Source: an optimization exercise on an open RTL-to-GDS flow (aim: small area). Production flows keep margins and buffers that such runs may drop. Where RTL was checked, it was by simulation tests only, not by an equivalence proof against the original. Power figures rest on the tool's default switching activity, not on a simulated workload.

## magnitude_wrapper
module magnitude_wrapper(
	input aclk,
	input aresetn,
	input s_i_data_valid,
	output reg s_o_data_ready,
	input [31:0] s_i_data,
	output reg m_o_data_valid,
	input m_i_data_ready,
	output [31:0] m_o_data
    );
	reg start, ack;
	reg f1, f2, f3;
	reg [15:0] a_re, a_im;
	reg [31:0] p;         
	reg [31:0] cn;        
	reg pc_12, cnc_12;
	wire tc_12, cvc_12, cdc_12;
	reg pc_20, cnc_20;
	wire tc_20, cvc_20, cdc_20;
	wire acc = s_i_data_valid & ~ack;
	wire [15:0] xn;       
	wire [31:0] t;        
	wire [31:0] cv;       
	wire [31:0] mo;
	wire [31:0] cd;
	wire sel_re = f2;
	wire sel_im = f1 | f3;
	wire sel_pin = ~ack & ~f1;
	wire pm = f1 | (ack & ~f2);
	wire ld_t = m_i_data_ready & f3;
	wire ld_p = m_i_data_ready & ~f3;
	wire hold = ~m_i_data_ready;
	p_a222oi um0 (.a1(sel_re), .a2(a_re[0]), .b1(sel_im), .b2(a_im[0]), .c1(sel_pin), .c2(s_i_data[0]), .y(xn[0]));
	p_a222oi um1 (.a1(sel_re), .a2(a_re[1]), .b1(sel_im), .b2(a_im[1]), .c1(sel_pin), .c2(s_i_data[1]), .y(xn[1]));
	p_a222oi um2 (.a1(sel_re), .a2(a_re[2]), .b1(sel_im), .b2(a_im[2]), .c1(sel_pin), .c2(s_i_data[2]), .y(xn[2]));
	p_a222oi um3 (.a1(sel_re), .a2(a_re[3]), .b1(sel_im), .b2(a_im[3]), .c1(sel_pin), .c2(s_i_data[3]), .y(xn[3]));
	p_a222oi um4 (.a1(sel_re), .a2(a_re[4]), .b1(sel_im), .b2(a_im[4]), .c1(sel_pin), .c2(s_i_data[4]), .y(xn[4]));
	p_a222oi um5 (.a1(sel_re), .a2(a_re[5]), .b1(sel_im), .b2(a_im[5]), .c1(sel_pin), .c2(s_i_data[5]), .y(xn[5]));
	p_a222oi um6 (.a1(sel_re), .a2(a_re[6]), .b1(sel_im), .b2(a_im[6]), .c1(sel_pin), .c2(s_i_data[6]), .y(xn[6]));
	p_a222oi um7 (.a1(sel_re), .a2(a_re[7]), .b1(sel_im), .b2(a_im[7]), .c1(sel_pin), .c2(s_i_data[7]), .y(xn[7]));
	p_a222oi um8 (.a1(sel_re), .a2(a_re[8]), .b1(sel_im), .b2(a_im[8]), .c1(sel_pin), .c2(s_i_data[8]), .y(xn[8]));
	p_a222oi um9 (.a1(sel_re), .a2(a_re[9]), .b1(sel_im), .b2(a_im[9]), .c1(sel_pin), .c2(s_i_data[9]), .y(xn[9]));
  ...
Size: about 570 cells after synthesis.
export LEC_CHECK = 0
export CAP_MARGIN = 20
export CORE_MARGIN = 2
export CORE_UTILIZATION = 40
export SLEW_MARGIN = 20
export SYNTH_HIERARCHICAL = 1
export SYNTH_MINIMUM_KEEP_SIZE = 0
create_clock -name core_clock -period 10.0 [get_ports {aclk}]
standard.sh (not shown) runs the stock make flow with config.mk's settings and CLKGATE_MAP_FILE= SYNTH_SCRIPT=/design/flow/synth_recipe.tcl, a recipe that flattens the netlist after the stock synthesis.
==> flow/flow/run.sh <==
#!/bin/bash
# Standard layout, but the port buffers are the smallest plain buffer and
# the clock tree uses smaller buffers without dummy loads.
set -euo pipefail
export BUFFER_PORTS_ARGS="-buffer_cell sky130_fd_sc_hd__buf_1"
export CTS_ARGS="-sink_clustering_enable -repair_clock_nets -dont_use_dummy_load -buf_list sky130_fd_sc_hd__clkbuf_8"
bash standard.sh finish > standard_flow.log 2>&1
Edit:
--- a/flow/design.v
+++ b/flow/design.v
@@ -39,35 +39,36 @@
 	input aresetn,
 	input s_i_data_valid,
 	output reg s_o_data_ready,
 	input [31:0] s_i_data,
 	output reg m_o_data_valid,
 	input m_i_data_ready,
 	output [31:0] m_o_data
     );
 	reg start, ack;
-	reg f1, f2, f3;
+	reg f2, f3;
 	reg [15:0] a_re, a_im;
 	reg [31:0] p;         
 	reg [31:0] cn;        
 	reg pc_12, cnc_12;
 	wire tc_12, cvc_12, cdc_12;
 	reg pc_20, cnc_20;
 	wire tc_20, cvc_20, cdc_20;
 	wire acc = s_i_data_valid & ~ack;
 	wire [15:0] xn;       
 	wire [31:0] t;        
 	wire [31:0] cv;       
 	wire [31:0] mo;
 	wire [31:0] cd;
 	wire sel_re = f2;
+	wire f1 = start & ~ack;
 	wire sel_im = f1 | f3;
-	wire sel_pin = ~ack & ~f1;
+	wire sel_pin = ~ack & ~start;
 	wire pm = f1 | (ack & ~f2);
 	wire ld_t = m_i_data_ready & f3;
 	wire ld_p = m_i_data_ready & ~f3;
 	wire hold = ~m_i_data_ready;
 	p_a222oi um0 (.a1(sel_re), .a2(a_re[0]), .b1(sel_im), .b2(a_im[0]), .c1(sel_pin), .c2(s_i_data[0]), .y(xn[0]));
 	p_a222oi um1 (.a1(sel_re), .a2(a_re[1]), .b1(sel_im), .b2(a_im[1]), .c1(sel_pin), .c2(s_i_data[1]), .y(xn[1]));
 	p_a222oi um2 (.a1(sel_re), .a2(a_re[2]), .b1(sel_im), .b2(a_im[2]), .c1(sel_pin), .c2(s_i_data[2]), .y(xn[2]));
 	p_a222oi um3 (.a1(sel_re), .a2(a_re[3]), .b1(sel_im), .b2(a_im[3]), .c1(sel_pin), .c2(s_i_data[3]), .y(xn[3]));
 	p_a222oi um4 (.a1(sel_re), .a2(a_re[4]), .b1(sel_im), .b2(a_im[4]), .c1(sel_pin), .c2(s_i_data[4]), .y(xn[4]));
@@ -1033,19 +1034,18 @@
   p_ha u831 (.a(cv[27]), .b(e_828), .s(mo[27]), .co(e_830));
   p_ha u833 (.a(cv[28]), .b(e_830), .s(mo[28]), .co(e_832));
   p_ha u835 (.a(cv[29]), .b(e_832), .s(mo[29]), .co(e_834));
   p_ha u837 (.a(cv[30]), .b(e_834), .s(mo[30]), .co(e_836));
   p_xor2 u838 (.a(cv[31]), .b(e_836), .y(mo[31]));
 	always @(posedge aclk) begin
 		start <= acc | (start & ~ack & aresetn);
 		s_o_data_ready <= acc | (s_o_data_ready & aresetn);
 		ack <= start;
-		f1 <= acc & ~start;
 		f2 <= acc & start;
 		f3 <= f2;
 		if (m_i_data_ready) m_o_data_valid <= ack;
 		else if (!aresetn) m_o_data_valid <= 1'b0;
 		a_re <= s_i_data[15:0];
 		if (acc) a_im <= s_i_data[31:16];
 		p <= t;
 		cn <= cd;
 		pc_12 <= tc_12;
Outcome: Die area came out lower by 0.53%. Count of clock-buffer cells in the layout does not change. Worst hold slack improves by 0.016 ns. Design area is about the same. Fmax stays flat. Combinational power came out higher by about 2%.
Function not checked in the second run of this note: the RTL went through the layout flow alone.

what the ideal ports hide:
The flow's constraints put no driver on any port. The routed layouts listed below were extracted and timed again, unchanged, in two steps.
Step 1 sets driving cells, clkbuf_16 on the clock port and buf_2 on the other inputs (assumed; they add their load-dependent delay and slew).
Step 2 also shifts input and output timing later by t, the mid clock arrival at the registers, as if the neighbouring blocks saw the same clock.
Slacks: ideal / step 1 / step 2; pairs: ideal / step 1.
run	t (ns)	slack for setup (ns)	clock arrival spread, ns
the first run	0.408	0.688 / 0.700 / 0.292	0.038 / 0.038
the second run	0.427	0.662 / 0.683 / 0.255	0.042 / 0.041
After both steps every run listed still meets setup and hold. For the second run, which loses most, drivers alone change the setup slack by +0.021 ns; drivers and shift together by -0.407 ns.
